Context: an optimization exercise on an open-source flow, tuned for small area. The choices shown serve that exercise and are no tape-out recipe. Where RTL was checked, it was by simulation tests only, not by an equivalence proof against the original. Only the layout flow was run in runs 4 to 7; the RTL was not checked for function there. Power and IR drop assume default switching activity.

[design.v]
`timescale 1ns / 1ps
module compare(
	clk, rst,
	valid_dog,
    data_dog1, data_dog2, data_dog3,
	cpr_end,
	cnt_seed,
	valid_max,
	addr_max
    );
parameter  WIDE = 64,
					  HIGN = 64,
					  DW = 8,
					  CNT_DW = 16;   
  input clk, rst;	
  input valid_dog;
  input signed [DW-1:0] data_dog1, data_dog2, data_dog3;	
  output reg valid_max;
  output reg cpr_end;
  output reg [8:0] cnt_seed;
  output reg [CNT_DW-1:0] addr_max;
  wire valid_row2;
  wire signed [DW-1:0] data_row[0:2][0:5];
  wire valid_cal0;
  wire signed [DW-1:0] data_cal[0:2][0:1];
  reg [CNT_DW-1:0] cnt_w, cnt_h;
 compare_one
 #(WIDE,  HIGN, DW, CNT_DW )
one1 (
	.clk(clk), .rst(rst),
	.valid_dog(valid_dog),
	.data_dog(data_dog1),
	.valid_cal0(valid_cal0),
	.valid_row2(valid_row2),
	.data_row0(data_row[0][0]),. data_row1(data_row[0][1]), .data_row2(data_row[0][2]), .data_row3(data_row[0][3]), .data_row4(data_row[0][4]), .data_row5(data_row[0][5]),
	.data_cal0(data_cal[0][0]), .data_cal1(data_cal[0][1])
	);
	 compare_one
	 #(WIDE,  HIGN, DW, CNT_DW )
	one2 (
		.clk(clk), .rst(rst),
		.valid_dog(valid_dog),
		.data_dog(data_dog2),
		.valid_cal0(),
		.valid_row2(),
		.data_row0(data_row[1][0]),. data_row1(data_row[1][1]), .data_row2(data_row[1][2]), .data_row3(data_row[1][3]), .data_row4(data_row[1][4]), .data_row5(data_row[1][5]),
		.data_cal0(data_cal[1][0]), .data_cal1(data_cal[1][1])
		);		
	 compare_one
	 #(WIDE,  HIGN, DW, CNT_DW )
	one3 (
		.clk(clk), .rst(rst),
		.valid_dog(valid_dog),
		.data_dog(data_dog3),
		.valid_cal0(),
		.valid_row2(),
		.data_row0(data_row[2][0]),. data_row1(data_row[2][1]), .data_row2(data_row[2][2]), .data_row3(data_row[2][3]), .data_row4(data_row[2][4]), .data_row5(data_row[2][5]),
		.data_cal0(data_cal[2][0]), .data_cal1(data_cal[2][1])
		);	
	always @(posedge clk or negedge rst)
		if(!rst)
			begin
			cnt_h<=0;
			cnt_w<=0;
			end
		else if(!valid_row2)
			begin
			cnt_h<=0;
			cnt_w<=0;
			end
		else if(cnt_h==(HIGN-1)&&cnt_w==(WIDE-1))
			begin
			cnt_h<=0;
			cnt_w<=0;
			end
		else if(cnt_w==(WIDE-1))
			begin
			cnt_h<=cnt_h+1;
			cnt_w<=0;
			end
		else 
			begin
			cnt_h<=cnt_h;
			cnt_w<=cnt_w+1;
			end
	always@(posedge clk or negedge rst)
		if(!rst)
			begin
			valid_max<=0;
			addr_max<=0;
			end
		else if((data_row[1][2]>1)&&(cnt_w>17&&cnt_w<WIDE-18)&&(cnt_h>17&&cnt_h<HIGN-18)
					&&(data_row[1][2]>data_dog2&&data_row[1][2]>data_row[1][0]&&data_row[1][2]>data_row[1][1]&&data_row[1][2]>data_cal[1][0]&&data_row[1][2]>data_row[1][3]&&data_row[1][2]>data_cal[1][1]&&data_row[1][2]>data_row[1][4]&&data_row[1][2]>data_row[1][5])	
							&&(data_row[1][2]>data_dog1&&data_row[1][2]>data_row[0][0]&&data_row[1][2]>data_row[0][1]&&data_row[1][2]>data_cal[0][0]&&data_row[1][2]>data_row[0][2]&&data_row[1][2]>data_row[0][3]&&data_row[1][2]>data_cal[0][1]&&data_row[1][2]>data_row[0][4]&&data_row[1][2]>data_row[0][5])	
								&&(data_row[1][2]>data_dog3&&data_row[1][2]>data_row[2][0]&&data_row[1][2]>data_row[2][1]&&data_row[1][2]>data_cal[2][0]&&data_row[1][2]>data_row[2][2]&&data_row[1][2]>data_row[2][3]&&data_row[1][2]>data_cal[2][1]&&data_row[1][2]>data_row[2][4]&&data_row[1][2]>data_row[2][5])	)
											begin
											valid_max<=1;
											addr_max<=cnt_h*WIDE+cnt_w;																		
											end
	 else
		 begin
		 valid_max<=0;
		 addr_max<=0;
		 end
	always @(posedge clk or negedge rst)
		if(!rst)
			cnt_seed<=9'b0;
		else if(valid_max)
			cnt_seed<=cnt_seed+9'd1;
		else
			cnt_seed<=cnt_seed;	
	always @(posedge clk or negedge rst)
		if(!rst)
			cpr_end<=1'b0;
		else if((~valid_cal0)&valid_row2)
			cpr_end<=1'b1;
		else 
			cpr_end<=1'b0;
endmodule
`timescale 1ns / 1ps
module compare_one(
	clk, rst,
	valid_dog,
    data_dog,
	valid_cal0,
	valid_row2,
	data_row0, data_row1, data_row2, data_row3, data_row4, data_row5,
	data_cal0, data_cal1
    );
parameter   WIDE = 256,
					  HIGN = 256,
					  DW = 8,
					  CNT_DW = 16;   
  input clk, rst;	
  input valid_dog;
  input signed [DW-1:0] data_dog;	
  output valid_cal0;
  output valid_row2;
  output signed [DW-1:0] data_row0, data_row1, data_row2, data_row3, data_row4, data_row5;
  output signed [DW-1:0] data_cal0, data_cal1;
  reg valid_row[0:5];
  reg signed [DW-1:0] data_row[0:5];
  wire valid_cal[0:1];
  wire signed [DW-1:0] data_cal[0:1];
  assign data_row0 = data_row[0];
  assign data_row1 = data_row[1];
  assign data_row2 = data_row[2];
  assign data_row3 = data_row[3];
  assign data_row4 = data_row[4];
  assign data_row5 = data_row[5];
  assign data_cal0 = data_cal[0];
  assign data_cal1 = data_cal[1];
  assign valid_cal0 = valid_cal[0];
  assign valid_row2 = valid_row[2];
   Line_buff #(.NUM(WIDE), .DW(DW)) buff1(
	 .clk(clk) ,
	 .rst(rst),
	 .valid_in(valid_dog),
	 .data_in(data_dog),
	 .valid_out(valid_cal[0]),
	 .data_out(data_cal[0])
				 );
  Line_buff #(.NUM(WIDE), .DW(DW)) buff2(
	 .clk(clk) ,
	 .rst(rst),
	 .valid_in(valid_cal[0]),
	 .data_in(data_cal[0]),
	 .valid_out(valid_cal[1]),
	 .data_out(data_cal[1])
				 );
generate
genvar j;
for(j=0;j<6;j=j+1)
	begin
	  always@(posedge clk or negedge rst)
		if(!rst)
			begin
			data_row[j]<=0;
			valid_row[j]<=0;
			end
		else if(j==0)
			begin
			data_row[j]<=data_dog;
			valid_row[j]<=valid_dog;
			end		
		else if(j==2)
			begin
			data_row[j]<=data_cal[0];
			valid_row[j]<=valid_cal[0];
			end	
		else if(j==4)
			begin
			data_row[j]<=data_cal[1];
			valid_row[j]<=valid_cal[1];
			end			
		else 
			begin
			data_row[j]<=data_row[j-1];
			valid_row[j]<=valid_row[j-1];
			end									
	end
endgenerate
endmodule
`timescale 1ns / 1ps
module Line_buff(
	clk ,rst,
	valid_in,
	data_in,
	valid_out,
	data_out
    );
    parameter NUM = 160,
                        DW = 16;
    input clk, rst;
    input valid_in;
    input [DW-1:0] data_in;
    output reg valid_out;
    output reg [DW-1:0] data_out;    
    reg [DW-1:0] data_tem[0:NUM-1];       
    reg valid_tem[0:NUM-1]; 
    generate
    genvar i;
    for(i=0;i<NUM-1;i=i+1)
    	begin
    	always@(posedge clk or negedge rst)
    		if(!rst)
    			begin
    			valid_tem[i]<=1'b0;
    			data_tem[i]<= {DW{1'b0}};
    			end
		   else if(i==0)
    			begin
				valid_tem[i]<=valid_in;
				data_tem[i]<=data_in;
			    end	
		   else 
    			begin
				valid_tem[i]<=valid_tem[i-1];
				data_tem[i]<=data_tem[i-1];
			    end	
		end
   endgenerate
   always@(posedge clk or negedge rst)
		if(!rst)
			begin
			valid_out<=1'b0;
			data_out<={DW{1'b0}};
			end
	   else 
			begin
			valid_out<=valid_tem[NUM-2];
			data_out<=data_tem[NUM-2];
			end	
endmodule
[run.sh]
#!/bin/bash
# synth_recipe.tcl (not shown) runs the flow's synth.tcl, then flattens the netlist and writes it again
# the make line also repeats each setting of config.mk as NAME=value (left out here)
make -C /OpenROAD-flow-scripts/flow DESIGN_CONFIG=/design/flow/config.mk WORK_HOME=/design/flow/orfs CLKGATE_MAP_FILE= SYNTH_SCRIPT=/design/flow/synth_recipe.tcl finish
[config.mk]
export PLATFORM = sky130hd
export DESIGN_NAME = compare
export DESIGN_NICKNAME = compare
export VERILOG_FILES = /design/flow/design.v
export SDC_FILE = /design/flow/constraint.sdc
export NUM_CORES = 4
export LEC_CHECK = 0
export CAP_MARGIN = 20
export CORE_MARGIN = 2
export CORE_UTILIZATION = 40
export SLEW_MARGIN = 20
[constraint.sdc]
create_clock -name core_clock -period 4.0 [get_ports {clk}]
set_input_delay 0.8000 -clock core_clock [delete_from_list [all_inputs] [get_ports {clk}]]
set_output_delay 0.8000 -clock core_clock [all_outputs]
set_load 0.01 [all_outputs]
==> results of run 1 <==
## cell usage in the layout (no fill, tap or decap), types with 4 or more instances in the layout
cell type,instances
dfrtp_1,3244
clkbuf_16,326
inv_1,230
ha_1,224
clkbuf_8,67
a21oi_1,58
clkbuf_1,53
clkdlybuf4s50_1,52
nor2_1,51
buf_4,48
nand4_1,46
nand2_1,44
clkinv_2,44
nand3_1,34
bufinv_16,32
nor4_1,29
buf_12,28
a21o_1,27
o21ai_0,24
xor2_1,22
nor2b_1,19
xnor2_1,16
nand2b_1,13
o211ai_1,12
a2111oi_0,11
and3_1,10
inv_6,10
nor3_1,9
clkinvlp_4,9
o22ai_1,8
o32ai_1,6
clkinv_4,6
diode_2,5
a211oi_1,5
a221oi_1,5
o221ai_1,4
or3_1,4
## area by class of cell
class	count	area, sq um	area share, %
clock buffers	446	9280	8.94
repair buffers	130	1480	1.42
multi-input cells	729	5910	5.70
flip-flops and latches	3244	81200	78.2
clock inverters	107	1510	1.45
inverters	230	863	0.832
diodes	5	12.5	0.0121
well taps	2871	3590	3.46
## Yosys cell counts (2+ instances only)
cell type	instances
a21oi_1	58
o211ai_1	12
clkbuf_1	7
or4_1	3
nor2_1	51
a21o_1	27
a21boi_0	2
nand2_1	44
nor4_1	30
o32ai_1	6
or3_1	4
o21ai_0	24
and3_1	10
o2111ai_1	3
nand4_1	46
a2111oi_0	12
o22ai_1	8
and4_1	3
ha_1	224
o31ai_1	3
nor2b_1	19
a22o_1	2
a221oi_1	5
nor3_1	9
nor4b_1	3
and2_2	2
dfrtp_1	3244
nand2b_1	13
o221ai_1	4
a211oi_1	5
and2_1	3
inv_1	230
xnor2_1	16
a22oi_1	2
nand3_1	34
o41ai_1	2
xor2_1	22
## flip-flops by register name, indices dropped and copies added, names as in the netlist
register	flops
one3.buff1.data_tem	504
one1.buff1.data_tem	496
one2.buff1.data_tem	496
one2.buff2.data_tem	496
one3.buff2.data_tem	496
one1.buff2.data_tem	488
one1.buff1.valid_tem	63
one1.data_row	40
one2.data_row	32
one3.data_row	24
addr_max	16
cnt_h	16
cnt_w	16
cnt_seed	9
one1.buff1.data_out	8
one1.buff2.data_out	8
one2.buff1.data_out	8
one2.buff2.data_out	8
one3.buff1.data_out	8
one3.buff2.data_out	8
cpr_end	1
one1.buff1.valid_out	1
one1.valid_row	1
valid_max	1
## routing by layer
metal	vias up	global-route usage (%)	wire, um
li1	14400	-	-
met1	18300	20.3	67700
met2	589	19.9	65800
met3	334	3.06	6530
met4	12	4.26	3890
met5	-	0	56
## critical path, delay by kind of cell (launching register included)
family                   cells  cell delay (ps)
AND/OR/NAND/NOR              6             1300
flip-flops                   1              670
AO/OA/AOI/OAI                1              220
buffers and inverters        3              830
adder cells (fa/ha/maj)      1              300
## repair_timing
action                                  in CTS  in global routing
hold buffers                                 1                  0
endpoints found under the hold margin       10                  0
setup buffers                                0                  0
endpoints found under the setup margin       0                  0
## worst paths after layout
check	startpoint	endpoint	slack, ps	depth (start not counted)
worst max-delay path	one2.buff2.data_tem[0][4]	addr_max[0]	500	11
worst min-delay path	one3.buff1.data_tem[48][2]	one3.buff1.data_tem[49][2]	280	0
worst max register to register	one2.buff2.data_tem[0][4]	addr_max[0]	500	11
worst min register to register	one3.buff1.data_tem[48][2]	one3.buff1.data_tem[49][2]	280	0
max in group asynchronous	rst	one2.buff2.data_tem[44][2]	1960	5
min in group asynchronous	rst	one3.buff2.data_tem[48][2]	440	2
## report_power, final
group / switching [mW] / internal [mW]
logic: 0.673 / 0.123
clock network: 12.1 / 18.3
registers: 0.236 / 33.4
## per-stage QoR
stage | utilization [%] | setup TNS [ps]
4_1_cts | 47.4 | 0
3_3_place_gp | 42.5 | 0
5_1_grt | 47.4 | 0
3_5_place_dp | 42.5 | -113
2_1_floorplan | - | 0
6_report | 47.4 | 0
## cells by family (layout without fill, tap and decap cells)
group	Yosys count	after routing
AO/OA/AOI/OAI	181	181
XOR/XNOR	38	38
adder cells (fa/ha/maj)	225	225
buffers and inverters	240	913
flip-flops	3244	3244
multiplexers	2	2
other	0	5
AND/OR/NAND/NOR	283	283
==> summary.txt, run 1 <==
Placement
  • PortBufs: 53
  • Placer Congestion: 0.850
  • Setup WS pre-CTS: -59.4 ps
  • Detailed Place HPWL: ~73000 um
  • Placed insts: 7203
  • Cell Area, Placed: 93000 sq um

Setup path
  • Critical path's slowest cell: dfrtp_1
  • CP Launch Type: flip-flop
  • Critical path endpoint category: flip-flop
  • CP arrival: 4260 ps
  • Worst EP required: 4760 ps
  • Worst-path cell chain: buf_4 -> ha_1 -> nand4_1 -> nor2_1 -> nor4_1 -> o2111ai_1 -> nor4_1 -> buf_4 -> nand4_1 -> buf_4 -> nor4_1
  • Worst Setup Path Type: flip-flop to flip-flop
  • Max FO, Critical Path: 17
  • CP max stage delay: 670 ps

Floorplan
  • CORE AREA: between 200000 and 250000 sq um
  • Die X: 473 um
  • Die ar.: 224000 sq um
  • # IOs: 54
  • Initial Util: 40.2%
  • Die height: 473 um
  • Row Count: roughly 170

Synthesis
  • Synth area leaders: dfrtp_1, ha_1, inv_1
  • Netlist cell types: 58
  • Post-synthesis sequential area ratio: roughly 90%
  • Yosys top cell by area: dfrtp_1
  • Largest family of logic cells by synthesized area: adder cells
  • Syn Area/Cell: 20.9 sq um
  • Mux share of post-synthesis cell area: 0.0242%
  • Synth Instances: 4213
  • Synth top area share: a little over 90%
  • Post-synthesis register bit count: 3244
  • Synthesized area: 88000 sq um
  • Ys flop type: dfrtp_1
  • Post-synth EDFFs: 0
  • Warnings from Yosys: 9
  • Post-synthesis compound-gate area fraction: 1.36%
  • XOR/XNOR share of the synthesized area: 0.378%
  • Async set or reset register ratio after synthesis: 100%
  • Simple-gate share of the synthesized area: ~1.7%
  • Adder-Cell Fraction of Synth Area: under 10%

GRT
  • All-layer global routing usage: 13.6%
  • Initial antenna violation count: 27
  • Overflow after GRT: 0
  • First-pass GRT wire length: roughly 230000 um
  • Vias in the first global route: 39.0k
  • Largest net degree at the start of global routing: 161

Timing
  • Hold Slack: 284 ps
  • RSZ-0062 raised after global routing: false
  • Highest clock rate: 0.286 GHz
  • Worst-Margin Slew: ~1000 ps
  • Worst Skew: about 74 ps
  • Max Slew Vio Count: 0
  • Final setup fails: 0
  • Worst rel slew slack: 30.2%
  • Period utilisation layout: 87.4%
  • Final WS setup: a little over 500 ps
  • Final Hold Fails: 0
  • Minimum clock period: ~3500 ps

Clocking
  • CTS resizes: 0
  • CTS tree: yes
  • CTS Buffer Depth: 4
  • H-tree depth: 5
  • Clk root buf: clkbuf_16
  • Worst-path clk slew: roughly 70 ps
  • Clk sinks: 3244
  • Worst-Skew Late Latency: 940 ps
  • Cts bufs inserted: 320

Power
  • PD cells: 625 nW/um^2
  • Leak Pwr: 51.9 nW
  • Pwr Total: 64.9 mW
  • Max rail drop VDD: 405 uV

Drt
  • WL/cell: 18.5 um
  • Total vias in the final route: about 34k
  • Remaining antenna violation count: 0
  • Routed WL: around 140000 um
  • TritonRoute pass-1 iters: 5
  • Vias/cell: between 4 and 5
  • Drt drc: 0
  • Initial DRC Count: 2436

Run
  • Max-cap viol count: 0

Layout
  • Design area: slightly above 100000 sq um
  • Layout Area Growth over Synthesis: 18.0%
  • Nets: 4907
  • Fillcell total: between 15k and 20k
  • Fin cells: 7762
  • Layout cells sized above 1: between 10% and 20%

Outcome
  • Status: finished clean

Min path
  • HP Class: flip-flop to flip-flop
==> inputs of run 2 (changes only) <==
==> design.v (replaced) <==
`timescale 1ns / 1ps
module compare(
	clk, rst,
	valid_dog,
    data_dog1, data_dog2, data_dog3,
	cpr_end,
	cnt_seed,
	valid_max,
	addr_max
    );
  input clk, rst;
  input valid_dog;
  input signed [7:0] data_dog1, data_dog2, data_dog3;
  output reg valid_max;
  output reg cpr_end;
  output reg [8:0] cnt_seed;
  output [15:0] addr_max;
  reg [11:0] pos;
  wire [5:0] col = pos[5:0];    
  wire [5:0] row = pos[11:6];   
  wire win = (col >= 6'd17) && (col <= 6'd44);
  wire row_ok = (row >= 6'd18) && (row <= 6'd45);
  wire [6:0] x1, x2, x3;
  compare_one c1 (.data_dog(data_dog1), .data_clip(x1));
  compare_one c2 (.data_dog(data_dog2), .data_clip(x2));
  compare_one c3 (.data_dog(data_dog3), .data_clip(x3));
  wire [6:0] x13 = (x1 > x3) ? x1 : x3;
  wire [6:0] a_in = (x13 > x2) ? x13 : x2;
  reg [6:0] a1;    
  reg [6:0] m;     
  reg ok1;         
  wire [7:0] head;
  wire hflag = head[7];
  wire [6:0] hx = head[6:0];
  wire [6:0] h_new = (m > a_in) ? m : a_in;
  wire flag_new = ok1 && (a1 > a_in) && (a1 > hx);
  Line_buff #(.NUM(32), .DW(8)) store (
	.clk(clk),
	.load(win),
	.data_in({flag_new, h_new}),
	.data_out(head)
	);
  always @(posedge clk) begin
    a1 <= a_in;
    m <= (a1 > a_in) ? a1 : a_in;
    ok1 <= (x2 > x1) && (x2 > x3) && (x2 > a1);
  end
  wire hit = win && row_ok && hflag && (hx > m) && (hx > a_in);
  always @(posedge clk or negedge rst)
    if (!rst) begin
      pos <= 12'd4030;
      valid_max <= 1'b0;
      cnt_seed <= 9'd0;
    end else begin
      if (valid_dog)
        pos <= pos + 12'd1;
      valid_max <= hit;
      if (valid_max)
        cnt_seed <= cnt_seed + 9'd1;
    end
  assign addr_max = {4'd0, pos & {12{valid_max}}};
  reg prev_valid, run;
  reg [5:0] q;
  wire start = prev_valid && !valid_dog;
  always @(posedge clk)
    q <= start ? 6'd0 : q + 6'd1;
  always @(posedge clk or negedge rst)
    if (!rst) begin
      prev_valid <= 1'b0;
      run <= 1'b0;
      cpr_end <= 1'b0;
    end else begin
      prev_valid <= valid_dog;
      run <= start || (run && q != 6'd63);
      cpr_end <= run && q == 6'd63;
    end
endmodule
`timescale 1ns / 1ps
module compare_one(
	data_dog,
	data_clip
    );
  input signed [7:0] data_dog;
  output [6:0] data_clip;
  assign data_clip = (data_dog[7] || data_dog[6:1] == 6'd0) ? 7'd1 : data_dog[6:0];
endmodule
`timescale 1ns / 1ps
module Line_buff(
	clk,
	load,
	data_in,
	data_out
    );
    parameter NUM = 32,
              DW = 8;
    input clk;
    input load;
    input [DW-1:0] data_in;
    output [DW-1:0] data_out;
    reg [DW-1:0] data_tem[0:NUM-1];
    assign data_out = data_tem[NUM-1];
    generate
    genvar i;
    for(i=0;i<NUM;i=i+1)
    	begin : stage
    	always@(posedge clk)
    		if(i==0)
    			data_tem[i] <= load ? data_in : data_tem[NUM-1];
    		else
    			data_tem[i] <= data_tem[i-1];
    	end
    endgenerate
endmodule
==> summary.txt, run 2 <==
Power
  • Cell Int Power: roughly 6.4 mW
  • Max rail drop VDD: 370 uV
  • Switching share of power: 26.3%
  • Clock power frac: a little under a third
  • Logic pwr share: 20.7%
  • Sw power: ~2.3 mW
  • Pwr Total: approximately 8.7 mW
  • Leak Pwr: between 5 and 6 nW
  • PD cells: 721 nW/um^2
  • Sequential Power Share: around half

Floorplan
  • Die X: 155 um
  • # IOs: 54
  • Die height: 155 um
  • CORE AREA: 22600 sq um
  • Die ar.: 24100 sq um
  • Row Count: 55
  • Initial Util: 40.6%

Layout
  • Nets: 966
  • Core Util, Final: 53.7%
  • Fillcell total: 1859
  • Layout cells sized above 1: between 20% and 30%
  • Regs by FF count: store.data_tem (256), pos (12), cnt_seed (9)
  • Layout Area Growth over Synthesis: 32.4%
  • Max FFs per register: around 260
  • ANT cells: 0
  • Register Area: 6180 sq um
  • Area of the multi-input gates: 3280 sq um
  • Top reg by flops: store.data_tem
  • Commonest non-fill, non-tap cell in the layout: dfxtp_1
  • Commonest non-fill, non-tap cells in the layout: dfxtp_1, buf_4, ha_1, inv_1, clkdlybuf4s50_1

Drt
  • WL/cell: ~15 um
  • Total vias in the final route: 5591
  • Remaining antenna violation count: 0
  • TritonRoute pass-1 iters: 4
  • Initial DRC Count: about 230
  • Routed WL: around 18000 um
  • Drt drc: 0
  • Vias/cell: 4.77

Synthesis
  • Synth top area share: 60.5%
  • Post-synthesis sequential area ratio: 67.5%
  • Netlist cell types: slightly below 60
  • Synthesized area: 9160 sq um
  • Commonest cells post-synth: dfxtp_1, ha_1, inv_1, nor2_1, o21ai_0
  • Ys flop type: dfxtp_1
  • Yosys top cell by area: dfxtp_1
  • Warnings from Yosys: 3
  • Syn Area/Cell: 12.9 sq um
  • Post-synthesis register bit count: 302
  • Synth area leaders: dfxtp_1, ha_1, dfrtp_1
  • Async set or reset register ratio after synthesis: ~8.3%
  • Post-synth EDFFs: 0
  • Synth Instances: just over 700
  • Most frequent cell after synthesis: dfxtp_1

Clocking
  • CTS Buffer Depth: 3
  • Hold-fix buffers at CTS: 0
  • Worst-path clk slew: 60 ps
  • Clk sinks: 302
  • H-tree depth: 1
  • Worst-Skew Late Latency: roughly 530 ps
  • CTS tree: yes
  • Cts bufs inserted: 28
  • Clk root buf: clkbuf_16

GRT
  • First-pass GRT wire length: 28600 um
  • All-layer global routing usage: 14.6%
  • Largest net degree at the start of global routing: 26
  • Overflow after GRT: 0
  • Initial antenna violation count: 0
  • Vias in the first global route: 5878

Setup path
  • CP Launch Type: primary input
  • Worst EP required: 4420 ps
  • Crit path from: data_dog3[4]
  • Max FO, Critical Path: 5
  • Worst Setup Path Type: primary input to flip-flop
  • CP arrival: 5350 ps
  • Critical path endpoint category: flip-flop
  • Reg2Reg Setup Slack: roughly 1600 ps
  • Worst R2R Start: pos[1]

Placement
  • Placer Congestion: around 0.85
  • Setup WS pre-CTS: -2060 ps
  • Detailed Place HPWL: 12100 um
  • PortBufs: 49

Timing
  • Highest clock rate: a little over 0.2 GHz
  • Period utilisation layout: 123%
  • Final Hold Fails: 0
  • Worst-Margin Slew: 610 ps
  • Final WS setup: -933 ps
  • Final setup fails: 16
  • Worst Skew: 7.21 ps
  • Worst rel slew slack: 58.9%
  • Max Slew Vio Count: 0
  • RSZ-0062 raised after global routing: true
  • Minimum clock period: just under 5000 ps

Run
  • Max-cap viol count: 0

Min path
  • HP Class: primary input to asynchronous set/reset pin

Outcome
  • Status: complete, but fails checks
  • SO Viols: setup timing
==> run 2: cell count changes in the layout (fill, tap and decap cells not counted), moves of 50 or more <==
cell,before,now
clkbuf_16,326,28
ha_1,224,57
clkbuf_8,67,5
a21oi_1,58,8
dfrtp_1,3244,15
inv_1,230,41
dfxtp_1,0,277
==> run 2: logic make-up (layout without fill, tap and decap cells) <==
logic type / Yosys count / count (layout) / synth area share, %
AOI/OAI and AO/OA: 98 / 98 / 7.61
adders and majority gates: 73 / 73 / 9.93
and+or+nand+nor: 149 / 149 / 8.85
other: 1 / 4 / 0.0409
DFF: 302 / 302 / 67.5
muxes: 10 / 10 / 1.28
xor gates and xnor gates: 25 / 25 / 2.39
buffers and inverters: 54 / 227 / 2.38
==> run 2: critical path, cell delays in order <==
cell and delay [ps]:
buf_6 90, or4_4 530, o31ai_4 250, ha_2 210, nor2b_2 40, o22ai_2 150, a211oi_4 120, o2bb2ai_4 270
mux2i_4 310, ha_4 230, o21ai_2 140, o21bai_2 90, or2_4 260, o31a_1 130, a21oi_2 190, inv_2 80
ha_4 260, nand4_1 190, buf_4 210, nor2_4 110, buf_6 120, nor3_4 40, a22o_1 230, a221o_1 270
==> run 2: worst paths after layout <==
| check | end | depth (start not counted) |
|---|---|---|
| max in group asynchronous | pos[1] | 1 |
| worst max register to register | store.data_tem[0][5] | 8 |
| worst max-delay path | store.data_tem[0][5] | 24 |
| min in group core_clock | store.data_tem[11][7] | 0 |
| worst min register to register | store.data_tem[11][7] | 0 |
| worst min-delay path | cnt_seed[8] | 1 |
==> run 2: what timing repair did <==
action                     in CTS  in global routing
cloned                          1                  0
pin swaps                      47                 19
resized for setup              84                 44
buffers inserted               12                  4
setup endpoints to repair      20                 17
==> run 2: power by group through the flow <==
| stage | combinational, mW | clock [mW] | sequential, mW |
|---|---|---|---|
| after global routing | 1.97 | 2.91 | 4.33 |
| final | 1.81 | 2.71 | 4.23 |
| after global placement | 1.29 | 0 | 4.27 |
| after CTS | 1.65 | 2.78 | 4.25 |
| after detailed placement | 1.33 | 0 | 4.27 |
| after floorplan | 0.885 | 0 | 4.13 |
==> run 2: layout make-up <==
class	instances	area share, %
sequential	302	51.0
multi-input combinational	359	27.1
timing repair buffer	133	9.61
clock buffer	38	6.50
tap	285	2.94
clock inverter	12	1.52
inverter	44	1.38
==> run 2: routing by layer <==
| layer | up-vias | track usage (%) | part of all wire, % |
|---|---|---|---|
| met2 | 153 | 24.7 | 47 |
| li1 | 2755 | - | - |
| met1 | 2626 | 18.5 | 45 |
| met3 | 57 | 2.84 | 4.5 |
| met4 | 0 | 5.85 | 3.7 |
| met5 | - | 0 | 0 |
==> run 2: per-stage QoR <==
| step | hold WS, ps | setup TNS [ps] | std cells | cell area [sq um] |
|---|---|---|---|---|
| 2_1_floorplan | 310 | -16520 | 715 | 9280 |
| 3_3_place_gp | 309 | -28820 | 1107 | 10600 |
| 3_5_place_dp | 312 | -34090 | 1107 | 10600 |
| 4_1_cts | 320 | -12450 | 1169 | 11900 |
| 5_1_grt | 272 | -15880 | 1173 | 12100 |
| 6_report | 249 | -13420 | 1173 | 12100 |
==> inputs of run 3 (changes only) <==
--- a/design.v
+++ b/design.v
@@ -17,2 +17,13 @@
   output [15:0] addr_max;
+  function gt7;
+    input [6:0] a, b;
+    integer i;
+    reg g;
+    begin
+      g = 1'b0;
+      for (i = 0; i < 7; i = i + 1)
+        g = (a[i] & ~b[i]) | (a[i] & g) | (~b[i] & g);
+      gt7 = g;
+    end
+  endfunction
   reg [11:0] pos;
@@ -20,3 +31,4 @@
   wire [5:0] row = pos[11:6];   
-  wire win = (col >= 6'd17) && (col <= 6'd44);
+  wire win_hit = (col >= 6'd17) && (col <= 6'd44);
+  wire win_wr = (col >= 6'd18) && (col <= 6'd45);
   wire row_ok = (row >= 6'd18) && (row <= 6'd45);
@@ -26,17 +38,21 @@
   compare_one c3 (.data_dog(data_dog3), .data_clip(x3));
-  wire [6:0] x13 = (x1 > x3) ? x1 : x3;
-  wire [6:0] a_in = (x13 > x2) ? x13 : x2;
-  reg [6:0] a1;    
-  reg [6:0] m;     
-  reg ok1;         
-  wire [7:0] head;
-  wire hflag = head[7];
+  wire g21 = gt7(x2, x1);
+  wire g23 = gt7(x2, x3);
+  wire g31 = gt7(x3, x1);
+  wire [6:0] a_in = (g21 & g23) ? x2 : (g31 ? x3 : x1);
+  reg [6:0] a1, a2;    
+  reg [6:0] m;         
+  reg ok1, ok2;        
+  wire ge12 = ~gt7(a2, a1);
+  wire [6:0] mx12 = ge12 ? a1 : a2;
+  wire [6:0] h_new = gt7(m, a1) ? m : a1;
+  wire [7:0] head, head1;
   wire [6:0] hx = head[6:0];
-  wire [6:0] h_new = (m > a_in) ? m : a_in;
-  wire flag_new = ok1 && (a1 > a_in) && (a1 > hx);
+  wire flag_new = ok2 && !ge12 && gt7(a2, hx);
   Line_buff #(.NUM(32), .DW(8)) store (
 	.clk(clk),
-	.load(win),
+	.load(win_wr),
 	.data_in({flag_new, h_new}),
-	.data_out(head)
+	.data_out(head),
+	.data_next(head1)
 	);
@@ -44,6 +60,10 @@
     a1 <= a_in;
-    m <= (a1 > a_in) ? a1 : a_in;
-    ok1 <= (x2 > x1) && (x2 > x3) && (x2 > a1);
+    a2 <= a1;
+    m <= mx12;
+    ok1 <= g21 && g23 && gt7(x2, a1) && (x2[6:1] != 6'd0);
+    ok2 <= ok1;
   end
-  wire hit = win && row_ok && hflag && (hx > m) && (hx > a_in);
+  wire [6:0] hx1 = head1[6:0];
+  wire hit = win_hit && row_ok && head1[7] && gt7(hx1, mx12)
+             && gt7(hx1, x1) && gt7(hx1, x2) && gt7(hx1, x3);
   always @(posedge clk or negedge rst)
@@ -84,3 +104,3 @@
   output [6:0] data_clip;
-  assign data_clip = (data_dog[7] || data_dog[6:1] == 6'd0) ? 7'd1 : data_dog[6:0];
+  assign data_clip = data_dog[6:0] & {7{~data_dog[7]}};
 endmodule
@@ -91,3 +111,4 @@
 	data_in,
-	data_out
+	data_out,
+	data_next
     );
@@ -99,4 +120,6 @@
     output [DW-1:0] data_out;
+    output [DW-1:0] data_next;    
     reg [DW-1:0] data_tem[0:NUM-1];
     assign data_out = data_tem[NUM-1];
+    assign data_next = data_tem[NUM-2];
     generate
==> summary.txt, run 3 <==
Outcome
  • Status: finished clean

GRT
  • Largest net degree at the start of global routing: 22
  • Met1 Usage GRT: 19.8%
  • Met2 Track Usage GR: 19.2%
  • Met3 Use GR: 3.10%
  • All-layer global routing usage: 13.2%
  • Initial antenna violation count: 0
  • First-pass GRT wire length: 25300 um
  • GR peak layer: met1
  • Vias in the first global route: just under 5k
  • Overflow after GRT: 0

Run
  • Max-cap viol count: 0

Setup path
  • Worst Setup Path Type: primary input to flip-flop
  • Worst-path cell chain: clkdlybuf4s50_1 -> inv_2 -> a22oi_1 -> a221oi_1 -> a22oi_1 -> maj3_1 -> a21oi_1 -> or4_1 -> a311oi_1
  • CP bufs+invs: 2
  • Critical path's slowest cell: clkdlybuf4s50_1
  • CP delay by family, top: compound AO/OA/AOI/OAI gates
  • Worst EP required: 4390 ps
  • Critical path endpoint category: flip-flop
  • CP max stage delay: ~640 ps
  • Max FO, Critical Path: 9
  • CP arrival: 3280 ps
  • CP Launch Type: primary input
  • Most common cell on crit path: a22oi_1

Synthesis
  • Commonest cells post-synth: dfxtp_1, nand2_1, inv_1, nor2_1, o21ai_0
  • Post-synthesis register bit count: slightly above 300
  • Synth top area share: 64.7%
  • Synth area leaders: dfxtp_1, dfrtp_1, dfstp_2
  • Netlist cell types: 63
  • Async set or reset register ratio after synthesis: 8.06%
  • Syn Area/Cell: 12.7 sq um
  • Post-synthesis sequential area ratio: 71.9%
  • Ys flop type: dfxtp_1
  • Yosys top cell by area: dfxtp_1
  • Post-synth EDFFs: 0
  • Synth Instances: 694
  • Warnings from Yosys: 3
  • Synthesized area: 8820 sq um
  • Most frequent cell after synthesis: dfxtp_1

Min path
  • HP Class: flip-flop to flip-flop

Timing
  • Highest clock rate: about 0.35 GHz
  • Final setup fails: 0
  • Worst-Margin Slew: 904 ps
  • Final Hold Fails: 0
  • Period utilisation layout: a little over 70%
  • Minimum clock period: slightly below 3000 ps
  • RSZ-0062 raised after global routing: false
  • Fin Setup TNS: 0 ps
  • Worst rel slew slack: about two fifths
  • Worst Skew: 14.2 ps
  • Max Slew Vio Count: 0

Layout
  • Commonest non-fill, non-tap cells in the layout: dfxtp_1, clkdlybuf4s50_1, nand2_1, inv_1
  • ANT cells: 0
  • Layout Area Growth over Synthesis: 21.2%
  • Commonest non-fill, non-tap cell in the layout: dfxtp_1
  • Fin cells: 1068
  • Layout cells sized above 1: a little over a tenth
  • Max FFs per register: approximately 260
  • Top reg by flops: store.data_tem
  • Nets: 798
  • Regs by FF count: store.data_tem (256), pos (12), cnt_seed (9)

Power
  • Max rail drop VDD: 587 uV
  • PD cells: 743 nW/um^2
  • Leak Pwr: 4.35 nW
  • Pwr Total: 7.94 mW

Floorplan
  • Die ar.: 23200 sq um
  • Die X: 152 um
  • Row Count: 54
  • CORE AREA: roughly 22000 sq um
  • Die height: 152 um
  • Initial Util: 40.5%
  • # IOs: 54

Drt
  • Vias/cell: approximately 4.7
  • Routed WL: 15400 um
  • TritonRoute pass-1 iters: 5
  • Initial DRC Count: 303
  • Total vias in the final route: 4993
  • Remaining antenna violation count: 0
  • WL/cell: between 10 and 15 um
  • Drt drc: 0

Clocking
  • CTS Buffer Depth: 3
  • Clk root buf: clkbuf_16
  • Clk sinks: 310
  • CTS resizes: 0
  • H-tree depth: 1
  • CTS tree: yes
  • Worst-Skew Late Latency: 530 ps
  • Cts bufs inserted: 28
  • Hold-fix buffers at CTS: 0
  • Worst-path clk slew: 70 ps
  • Post CTS Setup Buffer Count: 0

Placement
  • PortBufs: 49
  • Placed insts: 1016
  • Detailed Place HPWL: slightly above 10000 um
  • Placer Congestion: between 0.9 and 1
## run 3: changes by cell type in the layout (fill, tap and decap cells not counted), moves of 14 or more
cell,previous run,this run
buf_4,75,3
ha_1,57,5
nand2_1,14,41
mux2i_1,2,19
maj3_1,1,16
clkdlybuf4s50_1,35,49
## run 3: power breakdown
part	switching (mW)	total [mW]	internal, mW
clock network	1.09	2.94	1.84
logic	0.363	0.655	0.292
registers	0.334	4.35	4.02
## run 3: final timing paths
path / startpoint / to / slack (ps) / depth (start not counted)
setup / recovery: data_dog2[7] / valid_max / 1110 / 9
hold / removal: store.data_tem[7][0] / store.data_tem[8][0] / 320 / 0
setup reg to reg: store.data_tem[30][2] / valid_max / 1250 / 8
hold reg to reg: store.data_tem[7][0] / store.data_tem[8][0] / 320 / 0
max in group asynchronous: rst / pos[5] / 2510 / 2
min in group asynchronous: rst / cnt_seed[1] / 790 / 1
## run 3: cell type report
cell class	count	area [sq um]
fill	1886	11100
sequential	310	6340
multi-input combinational	337	2270
clock buffer	37	827
timing repair buffer	52	513
tap	280	350
clock inverter	15	236
inverter	37	139
## run 3: per-layer routing
| metal | vias up | share of wire, % |
|---|---|---|
| met5 | - | 0 |
| met4 | 0 | 2.2 |
| met3 | 30 | 5.6 |
| met2 | 118 | 42 |
| met1 | 2368 | 50 |
| li1 | 2477 | - |
## run 3: cell families (layout without fill, tap and decap cells)
family | count (synthesis) | after routing | synth area share [%]
multiplexers | 20 | 20 | 2.28
flip-flops | 310 | 310 | 71.9
adder cells (fa/ha/maj) | 28 | 28 | 3.42
XOR/XNOR | 23 | 23 | 2.28
AO/OA/AOI/OAI | 104 | 104 | 8.50
AND/OR/NAND/NOR | 158 | 158 | 9.12
buffers and inverters | 50 | 141 | 2.40
other | 1 | 4 | 0.0425
## run 3: worst register-to-register path, stage by stage (launching register included)
cell and delay, ps:
dfxtp_1 680, nor4_1 220, a22oi_1 220, a221oi_1 70
a22oi_1 270, maj3_1 230, a21oi_1 40, or4_1 510
a311oi_1 360
## run 3: through the flow
| stage | setup slack [ps] | area [sq um] | utilization (%) | hold WS (ps) |
|---|---|---|---|---|
| after floorplan | 1430 | 8830 | - | 310 |
| after global placement | 459 | 9620 | 44.2 | 311 |
| after detailed placement | 546 | 9620 | 44.2 | 312 |
| after CTS | 1080 | 10700 | 49.1 | 323 |
| after global routing | 872 | 10700 | 49.1 | 329 |
| final | 1110 | 10700 | 49.1 | 324 |
==> inputs of run 4 (changes only) <==
--- a/design.v
+++ b/design.v
@@ -13,3 +13,3 @@
   input signed [7:0] data_dog1, data_dog2, data_dog3;
-  output reg valid_max;
+  output reg valid_max;    
   output reg cpr_end;
@@ -32,3 +32,3 @@
   wire win_hit = (col >= 6'd17) && (col <= 6'd44);
-  wire win_wr = (col >= 6'd18) && (col <= 6'd45);
+  wire win_wr = (col >= 6'd17) && (col <= 6'd46);
   wire row_ok = (row >= 6'd18) && (row <= 6'd45);
@@ -38,15 +38,10 @@
   compare_one c3 (.data_dog(data_dog3), .data_clip(x3));
-  wire g21 = gt7(x2, x1);
-  wire g23 = gt7(x2, x3);
   wire g31 = gt7(x3, x1);
-  wire [6:0] a_in = (g21 & g23) ? x2 : (g31 ? x3 : x1);
+  wire [6:0] x13 = g31 ? x3 : x1;
+  wire g2 = gt7(x2, x13);
+  wire [6:0] a_in = g2 ? x2 : x13;
   reg [6:0] a1, a2;    
-  reg [6:0] m;         
-  reg ok1, ok2;        
-  wire ge12 = ~gt7(a2, a1);
-  wire [6:0] mx12 = ge12 ? a1 : a2;
-  wire [6:0] h_new = gt7(m, a1) ? m : a1;
-  wire [7:0] head, head1;
-  wire [6:0] hx = head[6:0];
-  wire flag_new = ok2 && !ge12 && gt7(a2, hx);
+  reg ok1;             
+  reg ok2;             
+  wire [7:0] r0, r1, r2;    
   Line_buff #(.NUM(32), .DW(8)) store (
@@ -54,5 +49,6 @@
 	.load(win_wr),
-	.data_in({flag_new, h_new}),
-	.data_out(head),
-	.data_next(head1)
+	.data_in({ok2 && gt7(a2, a1), a2}),
+	.data_out(r0),
+	.tap1(r1),
+	.tap2(r2)
 	);
@@ -61,9 +57,6 @@
     a2 <= a1;
-    m <= mx12;
-    ok1 <= g21 && g23 && gt7(x2, a1) && (x2[6:1] != 6'd0);
-    ok2 <= ok1;
+    ok1 <= g2 && gt7(x2, a1) && (x2[6:1] != 6'd0);
+    ok2 <= ok1 && gt7(a1, r0[6:0]) && gt7(a1, r1[6:0]) && gt7(a1, r2[6:0]);
   end
-  wire [6:0] hx1 = head1[6:0];
-  wire hit = win_hit && row_ok && head1[7] && gt7(hx1, mx12)
-             && gt7(hx1, x1) && gt7(hx1, x2) && gt7(hx1, x3);
+  reg hp;
   always @(posedge clk or negedge rst)
@@ -71,3 +64,3 @@
       pos <= 12'd4030;
-      valid_max <= 1'b0;
+      hp <= 1'b0;
       cnt_seed <= 9'd0;
@@ -76,3 +69,3 @@
         pos <= pos + 12'd1;
-      valid_max <= hit;
+      hp <= win_hit && row_ok && r1[7] && gt7(r1[6:0], a1) && gt7(r1[6:0], a2);
       if (valid_max)
@@ -80,2 +73,3 @@
     end
+  always @(*) valid_max = hp && gt7(r0[6:0], a1);
   assign addr_max = {4'd0, pos & {12{valid_max}}};
@@ -112,3 +106,4 @@
 	data_out,
-	data_next
+	tap1,
+	tap2
     );
@@ -120,6 +115,8 @@
     output [DW-1:0] data_out;
-    output [DW-1:0] data_next;    
+    output [DW-1:0] tap1;
+    output [DW-1:0] tap2;
     reg [DW-1:0] data_tem[0:NUM-1];
     assign data_out = data_tem[NUM-1];
-    assign data_next = data_tem[NUM-2];
+    assign tap1 = data_tem[NUM-2];
+    assign tap2 = data_tem[NUM-3];
     generate
==> summary.txt, run 4 <==
Outcome
  • Status: finished clean

Setup path
  • CP delay by family, top: simple AND/OR/NAND/NOR gates
  • CP Launch Type: flip-flop
  • Max FO, Critical Path: 12
  • CP bufs+invs: 1
  • CP arrival: approximately 3000 ps
  • Critical path's slowest cell: clkdlybuf4s50_1
  • Worst-path cell chain: nand2b_1 -> maj3_1 -> a221oi_1 -> o22ai_1 -> nand2_2 -> and2_1 -> clkdlybuf4s50_1
  • CP max stage delay: roughly 530 ps
  • Worst Setup Path Type: flip-flop to output port
  • Critical path endpoint category: output port
  • Worst EP required: 3200 ps

Layout
  • Area of the multi-input gates: roughly 1900 sq um
  • Max FFs per register: roughly 260
  • ANT cells: 0
  • Regs by FF count: store.data_tem (256), pos (12), cnt_seed (9)
  • Nets: around 740
  • Fin cells: roughly 1000
  • Layout Area Growth over Synthesis: 20.7%
  • Commonest non-fill, non-tap cells in the layout: dfxtp_1, clkdlybuf4s50_1, inv_1, clkbuf_16, nand2_1
  • Top reg by flops: store.data_tem
  • Fillcell total: between 1.5k and 2k
  • Register Area: 6200 sq um
  • Layout cells sized above 1: 10.7%
  • Commonest non-fill, non-tap cell in the layout: dfxtp_1

Drt
  • WL/cell: 13.4 um
  • Total vias in the final route: between 4k and 5k
  • TritonRoute pass-1 iters: 6
  • Drt drc: 0
  • Routed WL: 13400 um
  • Vias/cell: 4.57
  • Initial DRC Count: 147
  • Remaining antenna violation count: 0

Floorplan
  • Initial Util: between 40% and 50%
  • Row Count: 52
  • Die ar.: 22000 sq um
  • CORE AREA: 20300 sq um
  • Die X: 148 um
  • Die height: 148 um
  • # IOs: 54

Power
  • Max rail drop VDD: 434 uV
  • PD cells: between 700 and 800 nW/um^2
  • Leak Pwr: 4.07 nW

Synthesis
  • Ys flop type: dfxtp_1
  • Post-synthesis sequential area ratio: 74.6%
  • Warnings from Yosys: 3
  • Synth Instances: 637
  • Post-synthesis register bit count: 303
  • Netlist cell types: 57
  • Synth top area share: ~67%
  • Async set or reset register ratio after synthesis: between 8 and 9%
  • Most frequent cell after synthesis: dfxtp_1
  • Synthesized area: ~8300 sq um
  • Syn Area/Cell: 13.1 sq um
  • Post-synth EDFFs: 0
  • Yosys top cell by area: dfxtp_1
  • Synth area leaders: dfxtp_1, dfrtp_1, dfstp_2
  • Commonest cells post-synth: dfxtp_1, inv_1, nand2_1, o21ai_0

Timing
  • Final Hold Fails: 0
  • Final setup fails: 0
  • RSZ-0062 raised after global routing: false
  • Fin Setup TNS: 0 ps
  • Highest clock rate: between 0.2 and 0.3 GHz
  • Max Slew Vio Count: 0
  • Worst Skew: approximately 25 ps
  • Minimum clock period: 3730 ps
  • Period utilisation layout: 93.2%
  • Worst-Margin Slew: 596 ps
  • Worst rel slew slack: around 60%

Clocking
  • Clk root buf: clkbuf_16
  • Post CTS Setup Buffer Count: 0
  • Clk sinks: around 300
  • CTS Buffer Depth: 3
  • CTS tree: yes
  • CTS resizes: 0
  • Worst-Skew Late Latency: 540 ps
  • H-tree depth: 1
  • Cts bufs inserted: 28
  • Hold-fix buffers at CTS: 0
  • Worst-path clk slew: ~70 ps

GRT
  • All-layer global routing usage: 12.6%
  • Initial antenna violation count: 0
  • Largest net degree at the start of global routing: 26
  • First-pass GRT wire length: roughly 23000 um
  • Overflow after GRT: 0
  • Vias in the first global route: 4675

Placement
  • Placed insts: 946
  • Detailed Place HPWL: between 8000 and 9000 um
  • Placer Congestion: 0.816
  • PortBufs: 49

Min path
  • HP Class: primary input to asynchronous set/reset pin

Run
  • Max-cap viol count: 0
[run 4: final cells by class]
| cell class | instances | share of cell area [%] |
|---|---|---|
| Inverter | 40 | 1.50 |
| Tap cell | 270 | 3.37 |
| Clock buffer | 36 | 7.78 |
| Clock inverter | 16 | 1.58 |
| Sequential cell | 303 | 61.8 |
| Multi-Input combinational cell | 282 | 19.0 |
| Timing Repair Buffer | 51 | 4.99 |
[run 4: routing by layer]
metal  track usage, %  wire length, um  up-vias
li1                 -                -     2300
met1             17.4             6580     2140
met2             19.3             5830       87
met3             3.22              635       32
met4             4.10              328        0
met5                0                0        -
[run 4: final timing paths]
check	startpoint	end	slack, ps	cells past startpoint
max in group asynchronous	rst	pos[2]	3380	1
min in group core_clock	store.data_tem[23][0]	store.data_tem[24][0]	320	0
max	a1[0]	addr_max[9]	270	7
min	rst	pos[0]	230	1
max reg2reg	a1[0]	ok2	1410	7
min reg2reg	store.data_tem[23][0]	store.data_tem[24][0]	320	0
[run 4: cells by family (layout without fill, tap and decap cells)]
group | Yosys count | in the layout | share of synthesized area, %
compound gates | 91 | 91 | 7.46
buf+inv | 55 | 143 | 2.66
flops | 303 | 303 | 74.6
simple gates | 130 | 130 | 8.41
mux | 6 | 6 | 0.812
other cells | 1 | 4 | 0.0451
fa+ha+maj | 29 | 29 | 3.72
xor+xnor | 22 | 22 | 2.32
[run 4: power breakdown]
part	switching [mW]	internal, mW	leakage, nW
combinational	0.278	0.249	1.01
clock	1.12	1.47	0.464
sequential	0.299	3.93	2.60
[run 4: per-stage QoR]
| stage | area [sq um] | setup slack (ps) | power (mW) | util (%) | hold WS [ps] |
|---|---|---|---|---|---|
| 2_1_floorplan | 8330 | 1370 | 4.57 | - | 310 |
| 3_3_place_gp | 9100 | 718 | 4.81 | 44.8 | 312 |
| 3_5_place_dp | 9100 | 663 | 4.81 | 44.8 | 312 |
| 4_1_cts | 10000 | 80.4 | 7.45 | 49.5 | 323 |
| 5_1_grt | 10000 | 13.9 | 7.72 | 49.5 | 254 |
| 6_report | 10000 | 271 | 7.35 | 49.5 | 235 |
[run 4: worst reg2reg max path, cell delays in order, from the launching register on]
cell       delay (ps)
dfxtp_1           440
nand2b_1          110
maj3_2            320
maj3_2            310
maj3_2            310
maj3_2            310
maj3_2            310
a2111oi_2         350
==> inputs of run 5 (changes only) <==
--- a/config.mk
+++ b/config.mk
@@ -9,3 +9,6 @@
 export CORE_MARGIN = 2
-export CORE_UTILIZATION = 40
+export CORE_UTILIZATION = 60
+export CTS_BUF_LIST = sky130_fd_sc_hd__clkbuf_8
+export CTS_CLUSTER_DIAMETER = 60
+export CTS_CLUSTER_SIZE = 20
 export SLEW_MARGIN = 20
==> summary.txt, run 5 <==
Outcome
  • Status: finished clean

Synthesis
  • Yosys top cell by area: dfxtp_1
  • Post-synthesis register bit count: 303
  • Warnings from Yosys: 3
  • Post-synthesis sequential area ratio: 74.6%
  • Post-synth EDFFs: 0
  • Syn Area/Cell: 13.1 sq um
  • Synth top area share: approximately 67%
  • Async set or reset register ratio after synthesis: 8.25%
  • Ys flop type: dfxtp_1
  • Most frequent cell after synthesis: dfxtp_1
  • Synthesized area: 8320 sq um
  • Synth area leaders: dfxtp_1, dfrtp_1, dfstp_2
  • Synth Instances: ~640
  • Netlist cell types: 57
  • Commonest cells post-synth: dfxtp_1, inv_1, nand2_1, o21ai_0

Floorplan
  • Row Count: 43
  • # IOs: between 50 and 60
  • CORE AREA: roughly 14000 sq um
  • Initial Util: 60.6%
  • Die ar.: 14800 sq um
  • Die height: 122 um
  • Die X: 122 um

Clocking
  • CTS Buffer Depth: 3
  • Worst-path clk slew: 120 ps
  • Post CTS Setup Buffer Count: 0
  • Worst-Skew Late Latency: 520 ps
  • H-tree depth: 1
  • Clk root buf: clkbuf_8
  • CTS tree: yes
  • Clk sinks: 303
  • Hold-fix buffers at CTS: 0
  • Cts bufs inserted: 19

Setup path
  • CP delay by family, top: simple AND/OR/NAND/NOR gates
  • Critical path's slowest cell: clkdlybuf4s50_1
  • Reg2Reg Setup Slack: approximately 1500 ps
  • Worst Setup Path Type: flip-flop to output port
  • Worst EP required: 3200 ps
  • CP Launch Type: flip-flop
  • Critical path endpoint category: output port
  • CP bufs+invs: 1
  • Max FO, Critical Path: 20
  • CP arrival: between 2000 and 3000 ps
  • Worst-path cell chain: nand2b_1 -> maj3_1 -> a221oi_1 -> o22ai_1 -> nand2_2 -> and2_1 -> clkdlybuf4s50_1
  • CP max stage delay: about 540 ps

Timing
  • RSZ-0062 raised after global routing: false
  • Period utilisation layout: 93.5%
  • Minimum clock period: 3740 ps
  • Worst rel slew slack: 55.8%
  • Final Hold Fails: 0
  • Worst-Margin Slew: around 660 ps
  • Worst Skew: roughly 16 ps
  • Max Slew Vio Count: 0
  • Final setup fails: 0
  • Highest clock rate: 0.267 GHz
  • Final WS setup: 261 ps
  • Fin Setup TNS: 0 ps

GRT
  • Overflow after GRT: 0
  • Initial antenna violation count: 0
  • Largest net degree at the start of global routing: 26
  • Vias in the first global route: 4331
  • All-layer global routing usage: between 15 and 20%
  • First-pass GRT wire length: 20900 um

Layout
  • Fillcell total: between 1k and 1.5k
  • Regs by FF count: store.data_tem (256), pos (12), cnt_seed (9)
  • Commonest non-fill, non-tap cell in the layout: dfxtp_1
  • Layout Area Growth over Synthesis: 11.6%
  • ANT cells: 0
  • Commonest non-fill, non-tap cells in the layout: dfxtp_1, clkdlybuf4s50_1, inv_1, nand2_1, o21ai_0
  • Top reg by flops: store.data_tem
  • Core Util, Final: 67.7%
  • Nets: 727
  • Design area: 9280 sq um
  • Layout cells sized above 1: 7.15%
  • Max FFs per register: 256

Power
  • Pwr Total: 6.06 mW
  • Max rail drop VDD: 504 uV
  • PD cells: 653 nW/um^2
  • Leak Pwr: roughly 3.8 nW

Drt
  • Routed WL: approximately 13000 um
  • WL/cell: 14.2 um
  • Drt drc: 0
  • Total vias in the final route: 4419
  • Initial DRC Count: 193
  • Vias/cell: around 5.0
  • Remaining antenna violation count: 0
  • TritonRoute pass-1 iters: 4

Placement
  • Placer Congestion: 0.848
  • PortBufs: 49
  • Cell Area, Placed: 8970 sq um
  • Detailed Place HPWL: 8300 um
  • Setup WS pre-CTS: 536 ps

Run
  • Max-cap viol count: 0

Min path
  • HP Class: primary input to asynchronous set/reset pin
[run 5: worst reg2reg max path: cells and delay by family, from the launching register on]
kind | cells | cell delay [ps]
flip-flops | 1 | 450
AND/OR/NAND/NOR | 1 | 110
AO/OA/AOI/OAI | 1 | 330
adder cells (fa/ha/maj) | 5 | 1560
[run 5: layout make-up]
class / count / area [sq um] / share of cell area, %
Clock buffer: 20 / 275 / 2.97
Clock inverter: 5 / 36.3 / 0.391
Inverter: 40 / 150 / 1.62
Multi-Input combinational cell: 282 / 1910 / 20.5
Timing Repair Buffer: 49 / 485 / 5.23
Tap cell: 180 / 225 / 2.43
Sequential cell: 303 / 6200 / 66.8
[run 5: where the power goes]
group	leakage, nW	internal, mW	switching (mW)
combinational	1.00	0.247	0.268
clock	0.165	0.468	0.845
sequential	2.60	3.93	0.308
total	3.76	4.64	1.42
[run 5: path summary, 6_finish.rpt]
kind,startpoint,to,depth (start not counted)
max in group asynchronous,rst,pos[10],1
max,a1[0],addr_max[2],7
min in group core_clock,store.data_tem[1][7],store.data_tem[2][7],0
max reg2reg,a1[0],ok2,7
min reg2reg,store.data_tem[1][7],store.data_tem[2][7],0
min,rst,cpr_end,1
[run 5: stage by stage]
step	std cells	hold slack [ps]
2_1_floorplan	640	310
3_3_place_gp	854	312
3_5_place_dp	854	312
4_1_cts	879	329
5_1_grt	879	253
6_report	879	245
[run 5: timing repair]
| item | CTS | global route |
|---|---|---|
| gates resized for setup | 0 | 1 |
| setup endpoints to repair | 0 | 11 |
| hold endpoints to repair | 0 | 0 |
[run 5: routing by layer]
| layer | GRT usage, % | vias to the layer above | wire, um |
|---|---|---|---|
| met4 | 4.67 | 0 | 202 |
| met3 | 3.09 | 19 | 425 |
| met5 | 0 | - | 0 |
| li1 | - | 2251 | - |
| met2 | 28.0 | 63 | 5570 |
| met1 | 24.8 | 2086 | 6320 |
[run 5: logic make-up after synthesis]
| family | after synthesis | synth area share, % |
|---|---|---|
| XOR/XNOR | 22 | 2.32 |
| other | 1 | 0.0451 |
| buffers and inverters | 55 | 2.66 |
| AO/OA/AOI/OAI | 91 | 7.46 |
| adder cells (fa/ha/maj) | 29 | 3.72 |
| AND/OR/NAND/NOR | 130 | 8.41 |
| flip-flops | 303 | 74.6 |
| multiplexers | 6 | 0.812 |
==> inputs of run 6 (changes only) <==
--- a/config.mk
+++ b/config.mk
@@ -10,5 +10,5 @@
 export CORE_UTILIZATION = 60
-export CTS_BUF_LIST = sky130_fd_sc_hd__clkbuf_8
-export CTS_CLUSTER_DIAMETER = 60
-export CTS_CLUSTER_SIZE = 20
+export CTS_BUF_LIST = sky130_fd_sc_hd__clkbuf_4
+export CTS_CLUSTER_DIAMETER = 40
+export CTS_CLUSTER_SIZE = 12
 export SLEW_MARGIN = 20
==> summary.txt, run 6 <==
Drt
  • WL/cell: 14.0 um
  • TritonRoute pass-1 iters: 4
  • WL met1: 6230 um
  • Remaining antenna violation count: 0
  • Total vias in the final route: about 4.5k
  • Routed WL: 12600 um
  • Wire length on met3: 462 um
  • Initial DRC Count: 179
  • Top Layer Used: met4
  • Met2 WL post-DR: 5680 um
  • Vias/cell: roughly 5.1
  • Drt drc: 0

Setup path
  • CP arrival: 3010 ps
  • Worst-path cell chain: nand2b_1 -> maj3_1 -> a221oi_1 -> o22ai_2 -> nand2_4 -> and2_1 -> clkdlybuf4s50_1
  • Critical path's slowest cell: clkdlybuf4s50_1
  • CP bufs+invs: 1
  • Reg2Reg Depth: 7
  • Worst EP required: between 3000 and 4000 ps
  • Max FO, Critical Path: 10
  • Worst R2R Start: a1[0]
  • CP delay by family, top: compound AO/OA/AOI/OAI gates
  • CP max stage delay: 540 ps
  • CP Launch Type: flip-flop
  • Reg2Reg Setup Slack: 1420 ps
  • Critical path endpoint category: output port
  • Worst Setup Path Type: flip-flop to output port
  • R2r endpoint: ok2

Clocking
  • Hold-fix buffers at CTS: 0
  • CTS tree: yes
  • Post CTS Setup Buffer Count: 0
  • Worst-Skew Late Latency: 660 ps
  • Clk root buf: clkbuf_4
  • Cts bufs inserted: 31
  • CTS Buffer Depth: 3
  • Clk sinks: 303
  • Worst-path clk slew: 120 ps
  • H-tree depth: 1

Layout
  • Top reg by flops: store.data_tem
  • Commonest non-fill, non-tap cell in the layout: dfxtp_1
  • Layout Area Growth over Synthesis: 12.0%
  • Commonest non-fill, non-tap cells in the layout: dfxtp_1, clkdlybuf4s50_1, inv_1, clkbuf_4, nand2_1
  • Fillcell total: 1027
  • Nets: 740
  • Fin cells: 896
  • Layout cells sized above 1: 9.51%
  • Regs by FF count: store.data_tem (256), pos (12), cnt_seed (9)
  • Max FFs per register: 256

GRT
  • First-pass GRT wire length: 21200 um
  • Overflow after GRT: 0
  • All-layer global routing usage: between 15 and 20%
  • Initial antenna violation count: 1
  • Vias in the first global route: 4464
  • Largest net degree at the start of global routing: 26

Synthesis
  • Yosys top cell by area: dfxtp_1
  • Post-synth EDFFs: 0
  • Netlist cell types: 57
  • Ys flop type: dfxtp_1
  • Synth top area share: 66.9%
  • Async set or reset register ratio after synthesis: 8.25%
  • Synthesized area: 8320 sq um
  • Warnings from Yosys: 3
  • Synth area leaders: dfxtp_1, dfrtp_1, dfstp_2
  • Syn Area/Cell: 13.1 sq um
  • Most frequent cell after synthesis: dfxtp_1
  • Synth Instances: 637
  • Post-synthesis sequential area ratio: 74.6%
  • Commonest cells post-synth: dfxtp_1, inv_1, nand2_1, o21ai_0
  • Post-synthesis register bit count: just over 300

Floorplan
  • # IOs: 54
  • Die ar.: ~15000 sq um
  • Die height: 122 um
  • Die X: 122 um
  • Row Count: 43
  • CORE AREA: 13700 sq um
  • Initial Util: between 60% and 70%

Timing
  • Max Slew Vio Count: 0
  • Period utilisation layout: 95.4%
  • Fin Setup TNS: 0 ps
  • RSZ-0062 raised after global routing: false
  • Minimum clock period: 3810 ps
  • Worst Skew: 37.7 ps
  • Worst-Margin Slew: 655 ps
  • Worst rel slew slack: 55.9%
  • Final setup fails: 0
  • Highest clock rate: 0.262 GHz
  • Final Hold Fails: 0

Placement
  • PortBufs: 49
  • Placed insts: 854
  • Detailed Place HPWL: 8300 um
  • Placer Congestion: between 0.8 and 0.9

Min path
  • HP Class: primary input to asynchronous set/reset pin

Power
  • PD cells: 653 nW/um^2
  • Leak Pwr: 3.79 nW
  • Max rail drop VDD: 419 uV

Run
  • Max-cap viol count: 0

Outcome
  • Status: finished clean
## run 6: changes by cell type in the layout (fill, tap and decap cells not counted), sizes merged
cell | previous run | this run
clkbuf | 20 | 33
nand2 | 24 | 25
bufinv | 0 | 1
diode | 0 | 1
clkinv | 3 | 4
inv | 41 | 40
clkinvlp | 1 | 2
## run 6: metrics by stage
step	hold slack, ps	util, %	setup WS, ps	total power, mW	area (sq um)
detailed placement	312	65.4	536	4.81	8970
floorplan	310	-	1370	4.57	8330
global route	108	67.9	36.7	6.41	9320
global placement	312	65.4	687	4.79	8970
CTS	297	67.8	1.49	6.16	9300
finish	114	67.9	186	6.08	9320
## run 6: per-layer routing
metal  vias up  global-route usage (%)
met1      2161                    24.4
met4         0                    4.67
met5         -                       0
li1       2287                       -
met2        81                    28.4
met3        20                    3.70
## run 6: report_power, final
group          total, mW  internal [mW]  switching (mW)
logic              0.518          0.247           0.271
registers           4.23           3.93           0.307
clock network       1.33          0.466           0.861
total               6.08           4.64            1.44
## run 6: worst max-delay path by stage
| stage | from | endpoint | cells after the start | slack (ps) |
|---|---|---|---|---|
| 2_1_floorplan | data_dog1[7] | a1[0] | 8 | 1370 |
| 5_1_grt | a1[0] | addr_max[2] | 7 | 40 |
| 3_5_place_dp | data_dog1[7] | a1[2] | 8 | 540 |
| 6_report | a1[0] | addr_max[2] | 7 | 190 |
| 3_3_place_gp | a1[0] | addr_max[10] | 7 | 690 |
| 4_1_cts | a1[0] | addr_max[2] | 7 | 1 |
## run 6: repair_timing
item	4_1_cts	5_1_grt
pin swaps	0	1
gates cloned	0	1
resized for setup	1	2
setup endpoints to repair	11	10
## run 6: cell type report
class	instances	area (sq um)	area share, %
sequential	303	6200	66.6
multi-input combinational	283	1920	20.7
timing repair buffer	49	485	5.21
clock buffer	33	248	2.66
tap	180	225	2.42
inverter	40	150	1.61
clock inverter	7	77.6	0.833
antenna	1	2.50	0.0269
## run 6: cells by family (layout without fill, tap and decap cells)
logic type | Yosys count | count (layout) | share of synthesized area (%)
other | 1 | 5 | 0.0451
XOR/XNOR | 22 | 22 | 2.32
AO/OA/AOI/OAI | 91 | 91 | 7.46
multiplexers | 6 | 6 | 0.812
adder cells (fa/ha/maj) | 29 | 29 | 3.72
buffers and inverters | 55 | 129 | 2.66
AND/OR/NAND/NOR | 130 | 131 | 8.41
flip-flops | 303 | 303 | 74.6
==> inputs of run 7 (changes only) <==
==> flow/run.sh (new file) <==
#!/bin/bash
# The standard layout (the standard.sh: ORFS synthesis to finish), with
# every input and output port buffered by the smallest buffer cell.
set -euo pipefail
export BUFFER_PORTS_ARGS="-buffer_cell sky130_fd_sc_hd__buf_1"
bash standard.sh > standard.log 2>&1
==> standard.sh (new file) <==
#!/bin/bash
# synth_recipe.tcl (not shown) runs the flow's synth.tcl, then flattens the netlist and writes it again
# the make line also repeats each setting of config.mk as NAME=value (left out here)
make -C /OpenROAD-flow-scripts/flow DESIGN_CONFIG=/design/flow/config.mk WORK_HOME=/design/flow/orfs CLKGATE_MAP_FILE= SYNTH_SCRIPT=/design/flow/synth_recipe.tcl "${@:-finish}"
--- a/config.mk
+++ b/config.mk
@@ -10,5 +10,5 @@
 export CORE_UTILIZATION = 60
-export CTS_BUF_LIST = sky130_fd_sc_hd__clkbuf_4
-export CTS_CLUSTER_DIAMETER = 40
-export CTS_CLUSTER_SIZE = 12
+export CTS_BUF_LIST = sky130_fd_sc_hd__clkbuf_8
+export CTS_CLUSTER_DIAMETER = 60
+export CTS_CLUSTER_SIZE = 20
 export SLEW_MARGIN = 20
removed: run.sh
==> summary.txt, run 7 <==
Floorplan
  • Row Count: 43
  • Initial Util: about three fifths
  • CORE AREA: about 14000 sq um
  • # IOs: 54

Placement
  • PortBufs: 49
  • Detailed Place HPWL: 8070 um
  • Placer Congestion: 0.831
  • Setup WS pre-CTS: a little under 1000 ps

GRT
  • First-pass GRT wire length: 20300 um
  • All-layer global routing usage: 17.0%
  • Vias in the first global route: roughly 4.2k
  • Largest net degree at the start of global routing: 26
  • Overflow after GRT: 0
  • Initial antenna violation count: 0

Setup path
  • CP Launch Type: flip-flop
  • Worst EP required: 3200 ps
  • CP arrival: 2730 ps
  • Max FO, Critical Path: 20
  • Worst Setup Path Type: flip-flop to output port
  • Reg2Reg Depth: 7
  • Critical path endpoint category: output port

Power
  • Cell Int Power: 4.67 mW
  • Sw power: between 1 and 1.5 mW
  • Max rail drop VDD: around 460 uV
  • Sequential Power Share: between 60 and 70%
  • PD cells: 675 nW/um^2
  • Switching share of power: 23.1%
  • Clock power frac: between 20 and 25%
  • Leak Pwr: 3.66 nW

Drt
  • Remaining antenna violation count: 0
  • Vias/cell: 5.01
  • Total vias in the final route: 4413
  • TritonRoute pass-1 iters: 4
  • Routed WL: roughly 12000 um
  • WL/cell: around 14 um

Clocking
  • Cts bufs inserted: 19
  • Post CTS Setup Buffer Count: 0
  • Clk sinks: approximately 300
  • CTS tree: yes
  • CTS resizes: 0
  • Worst-path clk slew: 120 ps
  • Clk root buf: clkbuf_8
  • CTS Buffer Depth: 3

Outcome
  • Status: finished clean

Timing
  • Final WS setup: 468 ps
  • Max Slew Vio Count: 0
  • RSZ-0062 raised after global routing: false
  • Highest clock rate: 0.283 GHz
  • Final setup fails: 0
  • Worst Skew: 24.3 ps
  • Period utilisation layout: 88.3%

Synthesis
  • Post-synthesis register bit count: 303
  • Most frequent cell after synthesis: dfxtp_1
  • Ys flop type: dfxtp_1
  • Commonest cells post-synth: dfxtp_1, inv_1, nand2_1, o21ai_0
  • Synth Instances: 637
  • Yosys top cell by area: dfxtp_1
  • Synthesized area: 8320 sq um
  • Syn Area/Cell: between 10 and 15 sq um
  • Warnings from Yosys: 3
  • Async set or reset register ratio after synthesis: 8.25%
  • Synth top area share: between 60% and 70%
  • Synth area leaders: dfxtp_1, dfrtp_1, dfstp_2

Layout
  • Commonest non-fill, non-tap cells in the layout: dfxtp_1, buf_1, inv_1, nand2_1, o21ai_0
  • ANT cells: 0
  • Layout cells sized above 1: under 10%
  • Top reg by flops: store.data_tem
  • Layout Area Growth over Synthesis: 8.21%
  • Commonest non-fill, non-tap cell in the layout: dfxtp_1
  • Nets: 728

Run
  • Max-cap viol count: 0
## run 7: final timing paths
path / from / to / slack [ps]
worst max register to register: a1[1] / ok2 / 1460
min in group core_clock: store.data_tem[0][6] / store.data_tem[1][6] / 310
max in group asynchronous: rst / pos[4] / 3480
worst min-delay path: rst / cnt_seed[6] / 230
worst min register to register: store.data_tem[0][6] / store.data_tem[1][6] / 310
worst max-delay path: a1[0] / addr_max[11] / 470
## run 7: power groups by stage
| stage | clock (mW) | combinational, mW | sequential [mW] |
|---|---|---|---|
| floorplan | 0 | 0.398 | 4.17 |
| CTS | 1.40 | 0.503 | 4.25 |
| global placement | 0 | 0.491 | 4.29 |
| finish | 1.35 | 0.503 | 4.23 |
| detailed placement | 0 | 0.500 | 4.29 |
| global route | 1.51 | 0.566 | 4.32 |
## run 7: cells by family (layout without fill, tap and decap cells)
group | count (synthesis) | after routing | share of synthesized area (%)
fa+ha+maj | 29 | 29 | 3.72
buf+inv | 55 | 115 | 2.66
other cells | 1 | 4 | 0.0451
mux | 6 | 6 | 0.812
flops | 303 | 303 | 74.6
simple gates | 130 | 130 | 8.41
xor+xnor | 22 | 22 | 2.32
compound gates | 91 | 91 | 7.46
## run 7: through the flow
| stage | instance area, sq um | util [%] | hold slack [ps] | total power [mW] | instances |
|---|---|---|---|---|---|
| after floorplan | 8330 | - | 310 | 4.57 | 640 |
| after global placement | 8670 | 63.2 | 313 | 4.78 | 855 |
| after detailed placement | 8670 | 63.2 | 312 | 4.79 | 855 |
| after CTS | 9000 | 65.6 | 216 | 6.15 | 880 |
| after global routing | 9000 | 65.6 | 229 | 6.40 | 880 |
| final | 9000 | 65.6 | 227 | 6.08 | 880 |
## run 7: layer usage
metal | part of all wire, % | up-vias | GRT usage (%)
met5 | 0 | - | 0
met4 | 2.1 | 0 | 4.53
met3 | 4.6 | 22 | 3.18
met2 | 43 | 86 | 25.8
met1 | 50 | 2040 | 25.2
li1 | - | 2265 | -
## run 7: cell type report
type | count | area (sq um)
Tap cell | 180 | 225
Inverter | 40 | 150
Clock inverter | 6 | 65.1
Timing Repair Buffer | 50 | 191
Multi-Input combinational cell | 282 | 1900
Fill cell | 1030 | 4720
Sequential cell | 303 | 6200
Clock buffer | 19 | 262
## run 7: worst max-delay path: stages, from the launching register on
cell      delay [ps]
dfxtp_1          370
nand2b_1         170
maj3_1           350
a221oi_1         320
o22ai_1          190
nand2_1          450
and2_1           210
buf_1            160

Check on run 7: ideal ports give 0.468 ns setup slack; a clkbuf_16 on the clock port and buf_2 on the inputs give 0.433 ns; moving port delays by the midpoint clock arrival (0.546 ns) as well gives 0.911 ns.
